Context: an optimization exercise on an open-source flow, tuned for small area, a short achievable clock period and few clock cycles. The choices shown serve that exercise and are no tape-out recipe. Only simulation tests tie the RTL to the original design; equivalence was not proved.

$ cat design/flow/run.sh
#!/bin/bash
# synth_recipe.tcl (not shown) runs the flow's synth.tcl, then flattens the netlist and writes it again
# the make line also repeats each setting of config.mk as NAME=value (left out here)
make -C /OpenROAD-flow-scripts/flow DESIGN_CONFIG=/design/flow/config.mk WORK_HOME=/design/flow/orfs CLKGATE_MAP_FILE= SYNTH_SCRIPT=/design/flow/synth_recipe.tcl finish
$ cat design/flow/config.mk
export PLATFORM = sky130hd
export DESIGN_NAME = MAC
export DESIGN_NICKNAME = MAC
export VERILOG_FILES = /design/flow/design.v
export SDC_FILE = /design/flow/constraint.sdc
export NUM_CORES = 4
export LEC_CHECK = 0
export CAP_MARGIN = 20
export CORE_MARGIN = 2
export CORE_UTILIZATION = 40
export SLEW_MARGIN = 20
$ cat design/flow/constraint.sdc
create_clock -name core_clock -period 10.0 [get_ports {clk}]
set_input_delay 2.0000 -clock core_clock [delete_from_list [all_inputs] [get_ports {clk}]]
set_output_delay 2.0000 -clock core_clock [all_outputs]
set_load 0.01 [all_outputs]
$ cat design/flow/design.v
module FA (a, b, ci, s, co);
input a;
input b;
input ci;
output s;
output co;
	wire abxor;
	xor xorab (abxor, a, b);
	xor xors (s, abxor, ci);
	wire i0, i1;
	and andi0 (i0, ci, abxor);
	and andi1 (i1, a, b);
	or orco (co, i0, i1);
endmodule 
module Adder_8bit (A, B, sum, co);
input [7:0] A;
input [7:0] B;
output [7:0] sum;
output co;
	wire [6:0] carry;
	FA fa0 (.a(A[0]), .b(B[0]), .ci(1'b0), .s(sum[0]), .co(carry[0]));
	FA fa1 (.a(A[1]), .b(B[1]), .ci(carry[0]), .s(sum[1]), .co(carry[1]));
	FA fa2 (.a(A[2]), .b(B[2]), .ci(carry[1]), .s(sum[2]), .co(carry[2]));
	FA fa3 (.a(A[3]), .b(B[3]), .ci(carry[2]), .s(sum[3]), .co(carry[3]));
	FA fa4 (.a(A[4]), .b(B[4]), .ci(carry[3]), .s(sum[4]), .co(carry[4]));
	FA fa5 (.a(A[5]), .b(B[5]), .ci(carry[4]), .s(sum[5]), .co(carry[5]));
	FA fa6 (.a(A[6]), .b(B[6]), .ci(carry[5]), .s(sum[6]), .co(carry[6]));
	FA fa7 (.a(A[7]), .b(B[7]), .ci(carry[6]), .s(sum[7]), .co(co));
endmodule
module Adder_10bit (A, B, sum, co);
input [9:0] A;
input [9:0] B;
output [9:0] sum;
output co;
	wire [8:0] carry;
	FA fa0 (.a(A[0]), .b(B[0]), .ci(1'b0), .s(sum[0]), .co(carry[0]));
	FA fa1 (.a(A[1]), .b(B[1]), .ci(carry[0]), .s(sum[1]), .co(carry[1]));
	FA fa2 (.a(A[2]), .b(B[2]), .ci(carry[1]), .s(sum[2]), .co(carry[2]));
	FA fa3 (.a(A[3]), .b(B[3]), .ci(carry[2]), .s(sum[3]), .co(carry[3]));
	FA fa4 (.a(A[4]), .b(B[4]), .ci(carry[3]), .s(sum[4]), .co(carry[4]));
	FA fa5 (.a(A[5]), .b(B[5]), .ci(carry[4]), .s(sum[5]), .co(carry[5]));
	FA fa6 (.a(A[6]), .b(B[6]), .ci(carry[5]), .s(sum[6]), .co(carry[6]));
	FA fa7 (.a(A[7]), .b(B[7]), .ci(carry[6]), .s(sum[7]), .co(carry[7]));
	FA fa8 (.a(A[8]), .b(B[8]), .ci(carry[7]), .s(sum[8]), .co(carry[8]));
	FA fa9 (.a(A[9]), .b(B[9]), .ci(carry[8]), .s(sum[9]), .co(co));
endmodule 
module AdderAndSubtractor_8bit (A, B, res, co, addBarSub);
input [7:0] A;
input [7:0] B;
input addBarSub;
output [7:0] res;
output co;
	wire [7:0] Binput;
	xor xorBinput0 (Binput[0], B[0], addBarSub);
	xor xorBinput1 (Binput[1], B[1], addBarSub);
	xor xorBinput2 (Binput[2], B[2], addBarSub);
	xor xorBinput3 (Binput[3], B[3], addBarSub);
	xor xorBinput4 (Binput[4], B[4], addBarSub);
	xor xorBinput5 (Binput[5], B[5], addBarSub);
	xor xorBinput6 (Binput[6], B[6], addBarSub);
	xor xorBinput7 (Binput[7], B[7], addBarSub);
	wire [6:0] carry;
	FA fa0 (.a(A[0]), .b(Binput[0]), .ci(addBarSub), .s(res[0]), .co(carry[0]));
	FA fa1 (.a(A[1]), .b(Binput[1]), .ci(carry[0]), .s(res[1]), .co(carry[1]));
	FA fa2 (.a(A[2]), .b(Binput[2]), .ci(carry[1]), .s(res[2]), .co(carry[2]));
	FA fa3 (.a(A[3]), .b(Binput[3]), .ci(carry[2]), .s(res[3]), .co(carry[3]));
	FA fa4 (.a(A[4]), .b(Binput[4]), .ci(carry[3]), .s(res[4]), .co(carry[4]));
	FA fa5 (.a(A[5]), .b(Binput[5]), .ci(carry[4]), .s(res[5]), .co(carry[5]));
	FA fa6 (.a(A[6]), .b(Binput[6]), .ci(carry[5]), .s(res[6]), .co(carry[6]));
	FA fa7 (.a(A[7]), .b(Binput[7]), .ci(carry[6]), .s(res[7]), .co(co));
endmodule 
module ComplexAdder_10bit (A, B, sum, coReal, coImag);
input [19:0] A;
input [19:0] B;
output [19:0] sum;
output coReal;
output coImag;
	Adder_10bit adderReal (
			.A(A[19:10]),
			.B(B[19:10]),
			.sum(sum[19:10]),
			.co(coReal)
			);
	Adder_10bit adderImag (
			.A(A[9:0]),
			.B(B[9:0]),
			.sum(sum[9:0]),
			.co(coImag)
			);
endmodule 
module ComplexSignExtend (inp, out);
input [15:0] inp;
output [19:0] out;
	assign out[19:10] = {inp[15], inp[15], inp[15:8]};
	assign out[9:0] = {inp[7], inp[7], inp[7:0]};
endmodule
module Mux2x1_2bit (inp0, inp1, out, sel);
input [1:0] inp0;
input [1:0] inp1;
input sel;
output [1:0] out;
	wire selNot;
	not selNotGate (selNot, sel);
	wire i0, i1;
	and andi0 (i0, inp0[0], selNot);
	and andi1 (i1, inp1[0], sel);
	or orOut0 (out[0], i0, i1);
	wire j0, j1;
	and andj0 (j0, inp0[1], selNot);
	and andj1 (j1, inp1[1], sel);
	or orOut1 (out[1], j0, j1);
endmodule
module Mux2x1_4bit (inp0, inp1, out, sel);
input [3:0] inp0;
input [3:0] inp1;
input sel;
output [3:0] out;
	wire selNot;
	not selNotGate (selNot, sel);
	wire [1:0] i;
	and andi0 (i[0], inp0[0], selNot);
	and andi1 (i[1], inp1[0], sel);
	or orOut0 (out[0], i[0], i[1]);
	wire [1:0] j;
	and andj0 (j[0], inp0[1], selNot);
	and andj1 (j[1], inp1[1], sel);
	or orOut1 (out[1], j[0], j[1]);
	wire [1:0] k;
	and andk0 (k[0], inp0[2], selNot);
	and andk1 (k[1], inp1[2], sel);
	or orOut2 (out[2], k[0], k[1]);
	wire [1:0] l;
	and andl0 (l[0], inp0[3], selNot);
	and andl1 (l[1], inp1[3], sel);
	or orOut3 (out[3], l[0], l[1]);
endmodule
module Mux2x1_8bit (inp0, inp1, out, sel);
input [7:0] inp0;
input [7:0] inp1;
input sel;
output [7:0] out;
	wire selNot;
	not selNotGate (selNot, sel);
	wire [1:0] i;
	and andi0 (i[0], inp0[0], selNot);
	and andi1 (i[1], inp1[0], sel);
	or orOut0 (out[0], i[0], i[1]);
	wire [1:0] j;
	and andj0 (j[0], inp0[1], selNot);
	and andj1 (j[1], inp1[1], sel);
	or orOut1 (out[1], j[0], j[1]);
	wire [1:0] k;
	and andk0 (k[0], inp0[2], selNot);
	and andk1 (k[1], inp1[2], sel);
	or orOut2 (out[2], k[0], k[1]);
	wire [1:0] l;
	and andl0 (l[0], inp0[3], selNot);
	and andl1 (l[1], inp1[3], sel);
	or orOut3 (out[3], l[0], l[1]);
	wire [1:0] m;
	and andm0 (m[0], inp0[4], selNot);
	and andm1 (m[1], inp1[4], sel);
	or orOut4 (out[4], m[0], m[1]);
	wire [1:0] n;
	and andn0 (n[0], inp0[5], selNot);
	and andn1 (n[1], inp1[5], sel);
	or orOut5 (out[5], n[0], n[1]);
	wire [1:0] o;
	and ando0 (o[0], inp0[6], selNot);
	and ando1 (o[1], inp1[6], sel);
	or orOut6 (out[6], o[0], o[1]);
	wire [1:0] p;
	and andp0 (p[0], inp0[7], selNot);
	and andp1 (p[1], inp1[7], sel);
	or orOut7 (out[7], p[0], p[1]);
endmodule 
module Mux4x1_8bit (inp0, inp1, inp2, inp3, out, sel);
input [7:0] inp0;
input [7:0] inp1;
input [7:0] inp2;
input [7:0] inp3;
input [1:0] sel;
output [7:0] out;
	wire [1:0] selNot;
	not selNot0Gate (selNot[0], sel[0]);
	not selNot1Gate (selNot[1], sel[1]);
	wire [3:0] i;
	and andi0 (i[0], inp0[0], selNot[1], selNot[0]);
	and andi1 (i[1], inp1[0], selNot[1], sel[0]);
	and andi2 (i[2], inp2[0], sel[1], selNot[0]);
	and andi3 (i[3], inp3[0], sel[1], sel[0]);
	or orOut0 (out[0], i[0], i[1], i[2], i[3]);
	wire [3:0] j;
	and andj0 (j[0], inp0[1], selNot[1], selNot[0]);
	and andj1 (j[1], inp1[1], selNot[1], sel[0]);
	and andj2 (j[2], inp2[1], sel[1], selNot[0]);
	and andj3 (j[3], inp3[1], sel[1], sel[0]);
	or orOut1 (out[1], j[0], j[1], j[2], j[3]);
	wire [3:0] k;
	and andk0 (k[0], inp0[2], selNot[1], selNot[0]);
	and andk1 (k[1], inp1[2], selNot[1], sel[0]);
	and andk2 (k[2], inp2[2], sel[1], selNot[0]);
	and andk3 (k[3], inp3[2], sel[1], sel[0]);
	or orOut2 (out[2], k[0], k[1], k[2], k[3]);
	wire [3:0] l;
	and andl0 (l[0], inp0[3], selNot[1], selNot[0]);
	and andl1 (l[1], inp1[3], selNot[1], sel[0]);
	and andl2 (l[2], inp2[3], sel[1], selNot[0]);
	and andl3 (l[3], inp3[3], sel[1], sel[0]);
	or orOut3 (out[3], l[0], l[1], l[2], l[3]);
	wire [3:0] m;
	and andm0 (m[0], inp0[4], selNot[1], selNot[0]);
	and andm1 (m[1], inp1[4], selNot[1], sel[0]);
	and andm2 (m[2], inp2[4], sel[1], selNot[0]);
	and andm3 (m[3], inp3[4], sel[1], sel[0]);
	or orOut4 (out[4], m[0], m[1], m[2], m[3]);
	wire [3:0] n;
	and andn0 (n[0], inp0[5], selNot[1], selNot[0]);
	and andn1 (n[1], inp1[5], selNot[1], sel[0]);
	and andn2 (n[2], inp2[5], sel[1], selNot[0]);
	and andn3 (n[3], inp3[5], sel[1], sel[0]);
	or orOut5 (out[5], n[0], n[1], n[2], n[3]);
	wire [3:0] o;
	and ando0 (o[0], inp0[6], selNot[1], selNot[0]);
	and ando1 (o[1], inp1[6], selNot[1], sel[0]);
	and ando2 (o[2], inp2[6], sel[1], selNot[0]);
	and ando3 (o[3], inp3[6], sel[1], sel[0]);
	or orOut6 (out[6], o[0], o[1], o[2], o[3]);
	wire [3:0] p;
	and andp0 (p[0], inp0[7], selNot[1], selNot[0]);
	and andp1 (p[1], inp1[7], selNot[1], sel[0]);
	and andp2 (p[2], inp2[7], sel[1], selNot[0]);
	and andp3 (p[3], inp3[7], sel[1], sel[0]);
	or orOut7 (out[7], p[0], p[1], p[2], p[3]);
endmodule 
module Register #(parameter WIDTH = 32) (clk, rst, d, en, q);
input clk;
input rst;
input [WIDTH-1:0] d;
input en;
output reg [WIDTH-1:0] q;
	always @(posedge clk or posedge rst) begin
		if (rst)
			q <= {WIDTH{1'b0}};
		else if(en)
			q <= d;
	end
endmodule
module RegWithInit_8bit (clk, rst, d, en, init, q);
input clk;
input rst;
input [7:0] d;
input en;
input init;
output [7:0] q;
	wire initNot;
	not notInit (initNot, init);
	wire [7:0] regInput;
	and and0 (regInput[0], d[0], initNot);
	and and1 (regInput[1], d[1], initNot);
	and and2 (regInput[2], d[2], initNot);
	and and3 (regInput[3], d[3], initNot);
	and and4 (regInput[4], d[4], initNot);
	and and5 (regInput[5], d[5], initNot);
	and and6 (regInput[6], d[6], initNot);
	and and7 (regInput[7], d[7], initNot);
	wire regEn;
	or orRegEn (regEn, en, init);
	Register #(.WIDTH(8)) reg8 (
			.clk(clk),
			.rst(rst),
			.d(regInput),
			.en(regEn),
			.q(q)
			);
endmodule  
module RegWithInit_20bit (clk, rst, d, en, init, q);
input clk;
input rst;
input [19:0] d;
input en;
input init;
output [19:0] q;
	wire initNot;
	not notInit (initNot, init);
	wire [19:0] regInput;
	and and0 (regInput[0], d[0], initNot);
	and and1 (regInput[1], d[1], initNot);
	and and2 (regInput[2], d[2], initNot);
	and and3 (regInput[3], d[3], initNot);
	and and4 (regInput[4], d[4], initNot);
	and and5 (regInput[5], d[5], initNot);
	and and6 (regInput[6], d[6], initNot);
	and and7 (regInput[7], d[7], initNot);
	and and8 (regInput[8], d[8], initNot);
	and and9 (regInput[9], d[9], initNot);
	and and10 (regInput[10], d[10], initNot);
	and and11 (regInput[11], d[11], initNot);
	and and12 (regInput[12], d[12], initNot);
	and and13 (regInput[13], d[13], initNot);
	and and14 (regInput[14], d[14], initNot);
	and and15 (regInput[15], d[15], initNot);
	and and16 (regInput[16], d[16], initNot);
	and and17 (regInput[17], d[17], initNot);
	and and18 (regInput[18], d[18], initNot);
	and and19 (regInput[19], d[19], initNot);
	wire regEn;
	or orRegEn (regEn, en, init);
	Register #(.WIDTH(20)) reg20 (
			.clk(clk),
			.rst(rst),
			.d(regInput),
			.en(regEn),
			.q(q)
			);
endmodule  
module Multiplier2x2 (a, b, c);
input [1:0] a;
input [1:0] b;
output [3:0] c;
	wire [1:0] aNot, bNot;
	not nota0 (aNot[0], a[0]);
	not nota1 (aNot[1], a[1]);
	not notb0 (bNot[0], b[0]);
	not notb1 (bNot[1], b[1]);
	and andc3 (c[3], a[1], a[0], b[1], b[0]);
	wire i0, i1;
	and andi0 (i0, a[1], aNot[0], b[1]);
	and andi1 (i1, a[1], b[1], bNot[0]);
	or orc2 (c[2], i0, i1);
	wire j0, j1, j2, j3;
	and andj0 (j0, a[1], bNot[1], b[0]);
	and andj1 (j1, a[1], aNot[0], b[0]);
	and andj2 (j2, aNot[1], a[0], b[1]);
	and andj3 (j3, a[0], b[1], bNot[0]);
	or orc1 (c[1], j0, j1, j2, j3);
	and andc0 (c[0], a[0], b[0]);
endmodule 
module Multiplier4x4_Datapath (clk, rst, A, B, selA, selB, ldA, ldB, shiftSel, ldRes, init0Res, res);
input clk;
input rst;
input [3:0] A;
input [3:0] B;
input selA;
input selB;
input ldA;
input ldB;
input [1:0] shiftSel;
input ldRes;
input init0Res;
output [7:0] res;
	wire [3:0] Astored, Bstored;
	Register #(.WIDTH(4)) regA (
			.clk(clk),
			.rst(rst),			
			.d(A),
			.q(Astored),
			.en(ldA)
			);
	Register #(.WIDTH(4)) regB (
			.clk(clk),
			.rst(rst),			
			.d(B),
			.q(Bstored),
			.en(ldB)
			);
	wire [1:0] selectedA, selectedB;
	Mux2x1_2bit muxA (
			.inp0(Astored[3:2]),
			.inp1(Astored[1:0]),
			.sel(selA),
			.out(selectedA)
			);
	Mux2x1_2bit muxB (
			.inp0(Bstored[3:2]),
			.inp1(Bstored[1:0]),
			.sel(selB),
			.out(selectedB)
			);
	wire [3:0] mult2x2Res;
	Multiplier2x2 mult2x2 (
			.a(selectedA),
			.b(selectedB),
			.c(mult2x2Res)
			);
	wire [7:0] shiftedMultRes;
	Mux4x1_8bit toAdderMux (
			.inp0({mult2x2Res, 4'b0}),
			.inp1({2'b0, mult2x2Res, 2'b0}),
			.inp2({4'b0, mult2x2Res}),
			.inp3(),
			.sel(shiftSel),
			.out(shiftedMultRes)
			);
	wire [7:0] adderResult;
	Adder_8bit adder (
			.A(shiftedMultRes),
			.B(res),
			.sum(adderResult),
			.co()
			);
	RegWithInit_8bit resReg (
			.clk(clk),
			.rst(rst),
			.d(adderResult),
			.en(ldRes),
			.init(init0Res),
			.q(res)
			);
endmodule 
module Multiplier4x4_Controller (clk, rst, start, ready, ldA, ldB, init0Res, selA, selB, shiftSel, ldRes);
input clk;
input rst;
input start;
output ready;
output ldA;
output ldB;
output init0Res;
output selA; 
output selB; 
output[1:0] shiftSel;
output ldRes;
	wire [2:0] D, V;
	wire [2:0] Vnot;
	wire startNot;
	not notV0 (Vnot[0], V[0]);
	not notV1 (Vnot[1], V[1]);
	not notV2 (Vnot[2], V[2]);
	not notStart (startNot, start);
	wire [1:0] i;
	and andD2i0 (i[0], V[2], Vnot[1]);
	and andD2i1 (i[1], V[1], V[0]);
	or orD2 (D[2], i[1], i[0]);
	wire [2:0] j;
	and andD1j0 (j[0], Vnot[2], V[1], Vnot[0]);
	and andD1j1 (j[1], start, V[2], V[0]);
	and andD1j2 (j[2], startNot, Vnot[1], V[0]);
	or orD1 (D[1], j[2], j[1], j[0]);
	wire [2:0] k;
	and andD0k0 (k[0], V[2], Vnot[1], Vnot[0]);
	and andD0k1 (k[1], start, Vnot[2], Vnot[1]);
	and andD0k2 (k[2], Vnot[2], V[1], Vnot[0]);
	or orD0 (D[0], k[2], k[1], k[0]);
	Register #(.WIDTH(1)) regV2 (
			.clk(clk),
			.rst(rst),
			.d(D[2]),
			.en(1'b1),
			.q(V[2])
			);
	Register #(.WIDTH(1)) regV1 (
			.clk(clk),
			.rst(rst),
			.d(D[1]),
			.en(1'b1),
			.q(V[1])
			);
	Register #(.WIDTH(1)) regV0 (
			.clk(clk),
			.rst(rst),
			.d(D[0]),
			.en(1'b1),
			.q(V[0])
			);
	and andReady (ready, Vnot[2], Vnot[1], Vnot[0]);
	and andLdA (ldA, Vnot[2], V[1], Vnot[0]);
	assign ldB = ldA;
	assign init0Res = ldA;
	xor xorSelA (selA, V[1], V[0]);
	and andSelB (selB, V[2], Vnot[0]);
	wire m;
	and andM0 (m, V[1], V[0]);
	or orLdRes (ldRes, V[2], m);
	and andShiftSel0 (shiftSel[0], V[2], Vnot[1]);
	and andShiftSel1 (shiftSel[1], V[1], Vnot[0]);
endmodule 
module Multiplier4x4 (clk, rst, A, B, start, res, ready);
input clk;
input rst;
input [3:0] A;
input [3:0] B;
input start;
output [7:0] res;
output ready;
	wire selA, selB, ldA, ldB, ldRes, init0Res;
	wire [1:0] shiftSel;
	Multiplier4x4_Datapath datapath (
			.clk(clk), 
			.rst(rst), 
			.A(A), 
			.B(B), 
			.selA(selA), 
			.selB(selB), 
			.ldA(ldA), 
			.ldB(ldB), 
			.shiftSel(shiftSel), 
			.ldRes(ldRes), 
			.init0Res(init0Res), 
			.res(res)
			);
	Multiplier4x4_Controller controller (
			.clk(clk), 
			.rst(rst), 
			.start(start), 
			.ready(ready), 
			.ldA(ldA), 
			.ldB(ldB), 
			.init0Res(init0Res), 
			.selA(selA), 
			.selB(selB), 
			.shiftSel(shiftSel), 
			.ldRes(ldRes)
			);
endmodule
module ComplexMultiplier_Datapath (clk, rst, X, Y, ldX, ldY, selX, selY, startMul, 
				addBarSub, ldRR, ldIR, initRR, initIR, selA, mulReady, res);
input clk;
input rst;
input [7:0] X;
input [7:0] Y;
input ldX;
input ldY;
input selX; 
input selY; 
input startMul; 
input addBarSub;
input ldRR;
input ldIR;
input initRR; 
input initIR; 
input selA; 
output mulReady;
output [15:0] res;
	wire [7:0] Xstored, Ystored;
	Register #(.WIDTH(8)) regX (
			.clk(clk),
			.rst(rst),
			.d(X),
			.en(ldX),
			.q(Xstored)
			);
	Register #(.WIDTH(8)) regY (
			.clk(clk),
			.rst(rst),
			.d(Y),
			.en(ldY),
			.q(Ystored)
			);
	wire [3:0] selectedX, selectedY;
	Mux2x1_4bit muxSelX (
			.inp0(Xstored[7:4]),
			.inp1(Xstored[3:0]),
			.sel(selX),
			.out(selectedX)
			);
	Mux2x1_4bit muxSelY (
			.inp0(Ystored[7:4]),
			.inp1(Ystored[3:0]),
			.sel(selY),
			.out(selectedY)
			);
	wire [7:0] multResult;
	Multiplier4x4 mult4x4 (
			.clk(clk),
			.rst(rst),
			.A(selectedX),
			.B(selectedY),
			.start(startMul),
			.res(multResult),
			.ready(mulReady)
			);
	wire [7:0] selectedA, adderResult;
	AdderAndSubtractor_8bit addnsub (
			.A(selectedA), 
			.B(multResult), 
			.res(adderResult), 
			.co(), 
			.addBarSub(addBarSub)
			);
	RegWithInit_8bit RealResReg (
			.clk(clk),
			.rst(rst),
			.d(adderResult),
			.en(ldRR),
			.init(initRR),
			.q(res[15:8])
			);
	RegWithInit_8bit ImagResReg (
			.clk(clk),
			.rst(rst),
			.d(adderResult),
			.en(ldIR),
			.init(initIR),
			.q(res[7:0])
			);
	Mux2x1_8bit muxSelA (
			.inp0(res[15:8]),
			.inp1(res[7:0]),
			.sel(selA),
			.out(selectedA)
			);
endmodule 
module ComplexMultiplier_Controller (clk, rst, start, mulReady, ldX, ldY, initRR,
			 initIR, startMul, selX, selY, addBarSub, selA, ldRR, ldIR, ready);
input clk;
input rst;
input start;
input mulReady;
output ldX;
output ldY;
output initRR;
output initIR;
output startMul;
output selX;
output selY;
output addBarSub;
output selA;
output ldRR;
output ldIR;
output ready;
	wire [3:0] D, V;
	wire [3:0] Vnot;
	wire startNot, mulReadyNot;
	not notV0 (Vnot[0], V[0]);
	not notV1 (Vnot[1], V[1]);
	not notV2 (Vnot[2], V[2]);
	not notV3 (Vnot[3], V[3]);
	not notStart (startNot, start);
	not notMulReady (mulReadyNot, mulReady);
	wire [2:0] i;
	and andi0 (i[0], V[3], Vnot[2]);
	and andi1 (i[1], V[3], Vnot[1]);
	and andi2 (i[2], mulReady, V[2], V[1], V[0]);
	or orD3 (D[3], i[2], i[1], i[0]);
	wire [3:0] j;
	and andj0 (j[0], mulReadyNot, V[1], V[0]);
	and andj1 (j[1], V[2], Vnot[1]);
	and andj2 (j[2], Vnot[3], V[2], Vnot[0]);
	and andj3 (j[3], V[3], V[1], V[0]);
	or orD2 (D[2], j[3], j[2], j[1], j[0]);
	wire [8:0] m;
	and andm0 (m[0], Vnot[2], V[1], Vnot[0]);
	and andm1 (m[1], Vnot[3], V[1], Vnot[0]);
	and andm2 (m[2], mulReadyNot, V[3], Vnot[2], Vnot[1], V[0]);
	and andm3 (m[3], mulReady, Vnot[3], Vnot[2], V[1]);
	and andm4 (m[4], startNot, Vnot[3], Vnot[1], V[0]);
	and andm5 (m[5], mulReadyNot, Vnot[3], V[2], V[0]);
	and andm6 (m[6], mulReady, V[2], Vnot[1], V[0]);
	or orm7 (m[7], m[0], m[1], m[2], m[3]);
	or orm8 (m[8], m[4], m[5], m[6]);
	or orD1 (D[1], m[8], m[7]);
	wire [11:0] n;
	and andn0 (n[0], mulReady, Vnot[3], Vnot[2], V[1]);
	and andn1 (n[1], mulReady, Vnot[3], V[2], Vnot[1], Vnot[0]);
	and andn2 (n[2], mulReady, V[3], Vnot[2], Vnot[1]);
	and andn3 (n[3], start, Vnot[3], Vnot[2], Vnot[1]);
	and andn4 (n[4], mulReadyNot, Vnot[3], V[1], Vnot[0]);
	and andn5 (n[5], mulReadyNot, Vnot[3], V[2], V[1]);
	and andn6 (n[6], mulReadyNot, V[3], Vnot[1], Vnot[0]);
	and andn7 (n[7], mulReadyNot, V[3], V[2], Vnot[1]);
	and andn8 (n[8], mulReady, Vnot[2], V[1], Vnot[0]);
	or orn9 (n[9], n[0], n[1], n[2], n[3]);
	or orn10 (n[10], n[4], n[5], n[6]);
	or orn11 (n[11], n[7], n[8]);
	or orD0 (D[0], n[11], n[10], n[9]);
	Register #(.WIDTH(1)) regV3 (
			.clk(clk),
			.rst(rst),
			.d(D[3]),
			.en(1'b1),
			.q(V[3])
			);
	Register #(.WIDTH(1)) regV2 (
			.clk(clk),
			.rst(rst),
			.d(D[2]),
			.en(1'b1),
			.q(V[2])
			);
	Register #(.WIDTH(1)) regV1 (
			.clk(clk),
			.rst(rst),
			.d(D[1]),
			.en(1'b1),
			.q(V[1])
			);
	Register #(.WIDTH(1)) regV0 (
			.clk(clk),
			.rst(rst),
			.d(D[0]),
			.en(1'b1),
			.q(V[0])
			);
	and andready (ready, Vnot[3], Vnot[2], Vnot[1], Vnot[0]);
	and andldX (ldX, Vnot[3], Vnot[2], V[1], Vnot[0]);
	assign ldY = ldX;
	assign initRR = ldX;
	assign initIR = ldX;
	wire [3:0] o;
	and ando0 (o[0], Vnot[3], Vnot[2], V[0]);
	and ando1 (o[1], Vnot[3], V[2], Vnot[0]);
	and ando2 (o[2], Vnot[2], Vnot[1], V[0]);
	and ando3 (o[3], V[2], Vnot[1], Vnot[0]);
	or orStartMul (startMul, o[3], o[2], o[1], o[0]);
	wire [1:0] p;
	and andp0 (p[0], Vnot[3], V[2], V[1]);
	and andp1 (p[1], V[3], V[2], Vnot[1]);
	or orSelX (selX, p[1], p[0]);
	wire [1:0] q;
	and andq0 (q[0], Vnot[3], V[2], V[1]);
	and andq1 (q[1], V[3], Vnot[2]);
	or orSelY (selY, q[1], q[0]);
	and andAddBarSub (addBarSub, V[3], Vnot[2], Vnot[1], Vnot[0]);
	wire [1:0] r;
	and andr0 (r[0], Vnot[3], V[2], Vnot[1], V[0]);
	and andr1 (r[1], V[3], Vnot[2], Vnot[1], Vnot[0]);
	or orldRR (ldRR, r[1], r[0]);
	wire [1:0] s;
	and ands0 (s[0], V[3], Vnot[2], V[1], V[0]);
	and ands1 (s[1], V[3], V[2], V[1], Vnot[0]);
	or orldIR (ldIR, s[1], s[0]);
	wire [1:0] t;
	and andt0 (t[0], Vnot[2], V[0]);
	and andt1 (t[1], V[1], Vnot[0]);
	or orselA (selA, t[1], t[0]);
endmodule 
module ComplexMultiplier (clk, rst, X, Y, start, res, ready);
input clk;
input rst;
input [7:0] X;
input [7:0] Y;
input start;
output [15:0] res;
output ready;
	wire ldX, ldY, initRR, initIR, startMul;
	wire selX, selY, addBarSub, selA, ldRR, ldIR;
	wire mulReady;
	ComplexMultiplier_Datapath datapath (
			.clk(clk), 
			.rst(rst), 
			.X(X), 
			.Y(Y), 
			.ldX(ldX), 
			.ldY(ldY), 
			.selX(selX), 
			.selY(selY), 
			.startMul(startMul), 
			.addBarSub(addBarSub), 
			.ldRR(ldRR), 
			.ldIR(ldIR), 
			.initRR(initRR), 
			.initIR(initIR), 
			.selA(selA), 
			.mulReady(mulReady), 
			.res(res)
			);
	ComplexMultiplier_Controller controller (
			.clk(clk), 
			.rst(rst), 
			.start(start), 
			.mulReady(mulReady), 
			.ldX(ldX), 
			.ldY(ldY), 
			.initRR(initRR),
			.initIR(initIR), 
			.startMul(startMul), 
			.selX(selX), 
			.selY(selY), 
			.addBarSub(addBarSub), 
			.selA(selA), 
			.ldRR(ldRR), 
			.ldIR(ldIR),
			.ready(ready)
			);
endmodule
module MAC_Datapath (clk, rst, X0, X1, X2, X3, Y0, Y1, Y2, Y3, ldArgs, seli, CMStart, init0Acc, ldAcc, res, CMReady);
input clk;
input rst;
input [7:0] X0;
input [7:0] X1;
input [7:0] X2;
input [7:0] X3;
input [7:0] Y0;
input [7:0] Y1;
input [7:0] Y2;
input [7:0] Y3;
input ldArgs;
input [1:0]seli;
input CMStart;
input init0Acc;
input ldAcc;
output [19:0] res;
output CMReady;
	wire [7:0] X0stored, X1stored, X2stored, X3stored;
	wire [7:0] Y0stored, Y1stored, Y2stored, Y3stored;
	Register #(.WIDTH(8)) regX0 (
			.clk(clk),
			.rst(rst),
			.d(X0),
			.en(ldArgs),
			.q(X0stored)
			);
	Register #(.WIDTH(8)) regX1 (
			.clk(clk),
			.rst(rst),
			.d(X1),
			.en(ldArgs),
			.q(X1stored)
			);
	Register #(.WIDTH(8)) regX2 (
			.clk(clk),
			.rst(rst),
			.d(X2),
			.en(ldArgs),
			.q(X2stored)
			);
	Register #(.WIDTH(8)) regX3 (
			.clk(clk),
			.rst(rst),
			.d(X3),
			.en(ldArgs),
			.q(X3stored)
			);
	Register #(.WIDTH(8)) regY0 (
			.clk(clk),
			.rst(rst),
			.d(Y0),
			.en(ldArgs),
			.q(Y0stored)
			);
	Register #(.WIDTH(8)) regY1 (
			.clk(clk),
			.rst(rst),
			.d(Y1),
			.en(ldArgs),
			.q(Y1stored)
			);
	Register #(.WIDTH(8)) regY2 (
			.clk(clk),
			.rst(rst),
			.d(Y2),
			.en(ldArgs),
			.q(Y2stored)
			);
	Register #(.WIDTH(8)) regY3 (
			.clk(clk),
			.rst(rst),
			.d(Y3),
			.en(ldArgs),
			.q(Y3stored)
			);
	wire [7:0] selectedX, selectedY;
	Mux4x1_8bit muxSelX (
			.inp0(X0stored),
			.inp1(X1stored),
			.inp2(X2stored),
			.inp3(X3stored),
			.sel(seli),
			.out(selectedX)
			);
	Mux4x1_8bit muxSelY (
			.inp0(Y0stored),
			.inp1(Y1stored),
			.inp2(Y2stored),
			.inp3(Y3stored),
			.sel(seli),
			.out(selectedY	)
			);
	wire [15:0] multResult;
	ComplexMultiplier complexmult (
			.clk(clk), 
			.rst(rst), 
			.X(selectedX), 
			.Y(selectedY), 
			.start(CMStart), 
			.res(multResult), 
			.ready(CMReady)
			);
	wire [19:0] multResultSE;
	ComplexSignExtend signext (
			.inp(multResult),
			.out(multResultSE)
			);
	wire [19:0] adderResult;
	ComplexAdder_10bit complexadder (	
			.A(res), 
			.B(multResultSE), 
			.sum(adderResult), 
			.coReal(), 
			.coImag()
			);
	RegWithInit_20bit accReg (
			.clk(clk),
			.rst(rst),
			 .d(adderResult), 
			.en(ldAcc), 
			.init(init0Acc), 
			.q(res)
			);
endmodule 
module MAC_Controller (clk, rst, start, CMReady, ldArgs, seli, CMStart, init0Acc, ldAcc, ready);
input clk;
input rst;
input start;
input CMReady;
output ldArgs;
output [1:0] seli;
output CMStart;
output init0Acc;
output ldAcc;
output ready;
	wire [3:0] D, V;
	wire [3:0] Vnot;
	wire startNot, CMReadyNot;
	not notV0 (Vnot[0], V[0]);
	not notV1 (Vnot[1], V[1]);
	not notV2 (Vnot[2], V[2]);
	not notV3 (Vnot[3], V[3]);
	not notStart (startNot, start);
	not notCMReady (CMReadyNot, CMReady);
	wire [2:0] i;
	and andi0 (i[0], V[2], V[1], V[0]);
	and andi1 (i[1], V[3], Vnot[2]);
	and andi2 (i[2], V[3], Vnot[0]);
	or orD3 (D[3], i[2], i[1], i[0]);
	wire [3:0] j;
	and andj0 (j[0], Vnot[3], V[2], Vnot[1]);
	and andj1 (j[1], V[2], Vnot[0]);
	and andj2 (j[2], CMReadyNot, V[3], V[1], V[0]);
	and andj3 (j[3], CMReady, Vnot[3], Vnot[2], V[1], V[0]);
	or orD2 (D[2], j[3], j[2], j[1], j[0]);
	wire [4:0] m;
	and andm0 (m[0], CMReadyNot, Vnot[3], Vnot[1], V[0]);
	and andm1 (m[1], V[1], Vnot[0]);
	and andm2 (m[2], CMReadyNot, Vnot[3], Vnot[2], V[0]);
	and andm3 (m[3], Vnot[3], Vnot[2], Vnot[1], V[0]);
	and andm4 (m[4], CMReady, V[3], Vnot[2], V[0]);
	or orD1 (D[1], m[4], m[3], m[2], m[1], m[0]);
	wire [9:0] n;
	and andn0 (n[0], CMReadyNot, Vnot[3], Vnot[2], V[1]);
	and andn1 (n[1], Vnot[3], V[2], Vnot[1], Vnot[0]);
	and andn2 (n[2], CMReadyNot, V[3], Vnot[2], Vnot[1]);
	and andn3 (n[3], CMReady, Vnot[3], V[2], Vnot[1]);
	and andn4 (n[4], CMReady, V[2], Vnot[0]);
	and andn5 (n[5], CMReady, V[3], V[1]);
	and andn6 (n[6], start, Vnot[3], Vnot[1], Vnot[0]);
	and andn7 (n[7], CMReadyNot, Vnot[2], V[1], Vnot[0]);
	or orn8 (n[8], n[0], n[1], n[2], n[3]);
	or orn9 (n[9], n[4], n[5], n[6], n[7]);
	or orD0 (D[0], n[8], n[9]);
	Register #(.WIDTH(1)) regV3 (
			.clk(clk),
			.rst(rst),
			.d(D[3]),
			.en(1'b1),
			.q(V[3])
			);
	Register #(.WIDTH(1)) regV2 (
			.clk(clk),
			.rst(rst),
			.d(D[2]),
			.en(1'b1),
			.q(V[2])
			);
	Register #(.WIDTH(1)) regV1 (
			.clk(clk),
			.rst(rst),
			.d(D[1]),
			.en(1'b1),
			.q(V[1])
			);
	Register #(.WIDTH(1)) regV0 (
			.clk(clk),
			.rst(rst),
			.d(D[0]),
			.en(1'b1),
			.q(V[0])
			);
	and andready (ready, Vnot[3], Vnot[2], Vnot[1], Vnot[0]);
	and andInit0Acc(init0Acc, Vnot[3], Vnot[2], Vnot[1], V[0]);
	assign ldArgs = init0Acc;
	wire [3:0] o;
	and ando0 (o[0], Vnot[3], Vnot[2], V[1], Vnot[0]);
	and ando1 (o[1], Vnot[3], V[2], Vnot[1], V[0]);
	and ando2 (o[2], V[3], Vnot[2], Vnot[1], Vnot[0]);
	and ando3 (o[3], V[3], Vnot[2], V[1], V[0]);
	or orCMStart (CMStart, o[3], o[2], o[1], o[0]);
	wire [2:0] p;
	and andp0 (p[0], Vnot[3], V[2]);
	and andp1 (p[1], V[3], Vnot[2], V[1]);
	and andp2 (p[2], V[2], Vnot[1]);
	or orSeli0 (seli[0], p[2], p[1], p[0]);
	wire [1:0] q;
	and andq0 (q[0], V[3], Vnot[2]);
	and andq1 (q[1], Vnot[1], Vnot[0]);
	or orSeli1 (seli[1], q[1], q[0]);
	wire [3:0] r;
	and andr0 (r[0], Vnot[3], V[2], Vnot[1], Vnot[0]);
	and andr1 (r[1], Vnot[3], V[2], V[1], V[0]);
	and andr2 (r[2], V[3], Vnot[2], V[1], Vnot[0]);
	and andr3 (r[3], V[3], V[2], Vnot[1], V[0]);
	or orldAcc (ldAcc, r[3], r[2], r[1], r[0]);
endmodule 
module MAC (clk, rst, X0, X1, X2, X3, Y0, Y1, Y2, Y3, start, res, ready);
input clk;
input rst;
input [7:0] X0;
input [7:0] X1;
input [7:0] X2;
input [7:0] X3;
input [7:0] Y0;
input [7:0] Y1;
input [7:0] Y2;
input [7:0] Y3;
input start;
output [19:0] res;
output ready;
	wire ldArgs, CMStart, init0Acc, ldAcc, CMReady;
	wire [1:0] seli;
	MAC_Datapath datapath (
			.clk(clk), 
			.rst(rst), 
			.X0(X0), 
			.X1(X1), 
			.X2(X2), 
			.X3(X3), 
			.Y0(Y0), 
			.Y1(Y1), 
			.Y2(Y2), 
			.Y3(Y3), 
			.ldArgs(ldArgs), 
			.seli(seli), 
			.CMStart(CMStart), 
			.init0Acc(init0Acc), 
			.ldAcc(ldAcc), 
			.res(res), 
			.CMReady(CMReady)
			);
	MAC_Controller controller (
			.clk(clk), 
			.rst(rst), 
			.start(start), 
			.CMReady(CMReady), 
			.ldArgs(ldArgs), 
			.seli(seli), 
			.CMStart(CMStart), 
			.init0Acc(init0Acc), 
			.ldAcc(ldAcc), 
			.ready(ready)
			);
endmodule 
==> flow_metrics.tcl <==
set metrics [dict create \
    wl_per_cell_um 13.5 \
    fp.dieW_um 142 \
    hold_path_class "reg2reg" \
    final-hold-violation-count 0 \
    fin_util_pct 48.7 \
    final_common_cell "nand2_1" \
    slew_viol_final 0 \
    routed_wl_mm 15.1 \
    whs_ns 0.471 \
    critPathCaptureType "flop" \
    clkTransAtPathRegs_ns 0.07 \
    max_cap_violations 0 \
    cts.repair.resized 0 \
    synth.distinct_cells 52 \
    vias 5418 \
    syn_inst 818 \
    cts-buffers-inserted 17 \
    seqCellArea_mm2 0.00358 \
    rows 50 \
    ys_seq_area_share_pct 46.8 \
    syn_nets 918 \
    synth_enable_flop_cells 0 \
    grt_pass1_vias 5376 \
    peakVddDrop_uv 166 \
    avgSynthCellArea_um2 9.35 \
    fin_cells 1115 \
    layout_common_cells "nand2_1 (307), dfrtp_1 (143), clkdlybuf4s50_1 (87), o21ai_0 (45), inv_1 (38)" \
    ff2ff_path_depth 14 \
    r2r_end "datapath.accReg.reg20.q[9]" \
    dp.cells 1082 \
    synth_area_mm2 0.00765 \
    core-area_mm2 0.0187 \
    synthToLayoutAreaGrowth_pct 19.1 \
    grt_start_max_net_pins 83 \
    io_buffers 87 \
    cp_data_required_time_ns 10.30 \
    crit_type "reg2reg" \
    layout-drive-gt1-share_pct 7.83 \
    clock_latency_ns 0.43 \
    cts_setup_buffers 0 \
    drt_pass1_iterations 4 \
    post-route-period-util_pct 49.6 \
    dpl.hpwl_mm 10.2 \
    rsz0062_at_grt "no" \
    async_flop_share_pct 100 \
    start_kind "flop" \
    outcome "finished clean" \
    min_period_ns 4.96 \
    grt_pass1_wl_mm 26.3 \
    grt_usage_pct 16.3 \
    max_freq_ghz 0.202 \
    cts.sink_count 143 \
    endpoint "datapath.accReg.reg20.q[9]" \
    multiInputGateArea_mm2 0.00358 \
    ioPinCount 88 \
    cts_root_buffer "clkbuf_16" \
    antenna_cells 0 \
    drc_errors 0 \
    ant_nets 0 \
    synth-seq-cells 143 \
    cp_data_arrival_time_ns 5.26 \
    start_util_pct 40.9 \
    tightest_slew_ns 1.01 \
    power_leakage_nw 4.23 \
    drt_iter0_drc 322 \
    fin_skew_ns 0.0101 \
    viasPerCell 4.86 \
    routabilityCongestion 0.757 \
    power_mw 3.22 \
    die_y_um 142 \
    antenna_found_initial 0 \
    ff2ff_setup_slack_ns 5.04 \
    clockBufferDepth 2 \
    ys.flop_type "dfrtp_1" \
    cts_hold_buf 0 \
    powerDensity_mw_per_mm2 354 \
    setup_viol 0 \
    grt_overflow 0 \
    yosys_warnings 12 \
    cts_tree "yes" \
    max_slew_margin_pct 32.5 \
    layout.nets 968 \
    fillers 1795 \
    cp_max_fo 7 \
    die_area_mm2 0.0202 \
    htree_levels 4 \
    setup_tns_ns 0 \
]
==> synth_stat cells, types with 4 or more instances <==
cell type | instances | area [um^2]
a21oi_1 | 17 | 85.1
a22o_1 | 7 | 61.3
buf_1 | 4 | 15.0
buf_2 | 13 | 65.1
buf_4 | 22 | 165
clkbuf_1 | 20 | 75.1
dfrtp_1 | 143 | 3580
fa_1 | 28 | 561
ha_1 | 5 | 62.6
inv_1 | 39 | 146
mux2i_1 | 16 | 160
mux4_2 | 16 | 360
nand2_1 | 307 | 1150
nand2b_1 | 12 | 75.1
nand3_1 | 5 | 25.0
nor2_1 | 29 | 109
nor2b_1 | 5 | 31.3
nor3_1 | 6 | 30.0
o21ai_0 | 45 | 225
o21ai_1 | 4 | 20.0
o31ai_1 | 19 | 143
xnor2_1 | 6 | 52.6
xor2_1 | 8 | 70.1
==> how the worst min path moves through the flow <==
stage | slack (ns) | endpoint | cells past startpoint | startpoint
final | 0.47 | datapath.regY0.q[1] | 2 | datapath.regY0.q[1]
after global routing | 0.49 | datapath.complexmult.datapath.regX.q[7] | 2 | datapath.complexmult.datapath.regX.q[7]
after CTS | 0.48 | datapath.regY0.q[1] | 2 | datapath.regY0.q[1]
after global placement | 0.45 | datapath.regY3.q[3] | 2 | datapath.regY3.q[3]
after floorplan | 0.44 | datapath.regX1.q[7] | 2 | datapath.regX1.q[7]
after detailed placement | 0.46 | datapath.regY0.q[1] | 2 | datapath.regY0.q[1]
==> report_power, final <==
group | internal [mW] | switching [mW] | total (mW)
registers | 0.863 | 0.237 | 1.10
logic | 0.705 | 0.809 | 1.51
clock network | 0.331 | 0.279 | 0.610
total | 1.90 | 1.32 | 3.22
==> cells by family after synthesis <==
family	share of synthesized area (%)
DFF	46.8
and+or+nand+nor	20.5
adders and majority gates	8.28
buffers and inverters	6.66
AOI/OAI and AO/OA	8.74
xor gates and xnor gates	1.96
muxes	7.10
==> worst max-delay path: stages, from the launching register on <==
cell and delay [ns]:
dfrtp_1 0.43, ha_1 0.17, inv_1 0.05, fa_1 0.46, fa_1 0.46, fa_1 0.46, fa_1 0.46, fa_1 0.45
fa_1 0.46, fa_1 0.46, fa_1 0.45, xnor2_1 0.19, nor2_1 0.05, o21ai_0 0.17, o21ai_0 0.10
==> cell type report <==
type / instances / area share (%)
clock buffer: 17 / 4.67
clock inverter: 15 / 1.55
tap: 234 / 3.21
inverter: 40 / 1.70
multi-input combinational: 572 / 39.4
timing repair buffer: 94 / 10.2
sequential: 143 / 39.3
==> state kept, by name, indices dropped and copies added (netlist names), 4 cells and up, named ones only <==
signal,count
datapath.accReg.reg20.q,20
datapath.complexmult.datapath.ImagResReg.reg8.q,8
datapath.complexmult.datapath.RealResReg.reg8.q,8
datapath.complexmult.datapath.mult4x4.datapath.resReg.reg8.q,8
datapath.complexmult.datapath.regX.q,8
datapath.complexmult.datapath.regY.q,8
datapath.regX0.q,8
datapath.regX1.q,8
datapath.regX2.q,8
datapath.regX3.q,8
datapath.regY0.q,8
datapath.regY1.q,8
datapath.regY2.q,8
datapath.regY3.q,8
datapath.complexmult.datapath.mult4x4.datapath.regA.q,4
datapath.complexmult.datapath.mult4x4.datapath.regB.q,4
==> metrics by stage <==
step | cell area (um^2) | setup WS [ns]
after floorplan | 7650 | 4.16
after global placement | 8530 | 5.08
after detailed placement | 8530 | 5.02
after CTS | 9090 | 5.00
after global routing | 9110 | 4.63
final | 9110 | 5.04
==> routing by layer <==
metal / share of wire, % / GRT usage, %
met1: 47 / 22.9
met2: 47 / 25.2
met3: 4.8 / 4.00
met4: 0.84 / 4.74
met5: 0 / 0
Testbench counts, summed over its fixed seeds: cycles 62,208.

[afterwards: timing with drivers on the ports]
No port has a modelled driver above. Below, the same layout with a new extraction and two added sets of constraints.
Step 1 assumes that a clkbuf_16 drives the clock port and a buf_2 every other input.
Step 2, shift: input delay + t, output delay - t, t = (earliest + latest rising clock arrival at the registers) / 2. This alone moves slack from input paths to output paths.
Slacks: ideal ports / drivers / drivers and shift; pairs: ideal ports / drivers.
shift t [ns]: 0.465
setup slack, ns: 5.045 / 5.045 / 5.045
hold WS [ns]: 0.471 / 0.471 / 0.471
worst data-port slew with drivers (ns): 0.04
After both steps setup and hold are still met in this run. The setup slack of this run moves by 0.000 ns with the drivers and by 0.000 ns with both steps.
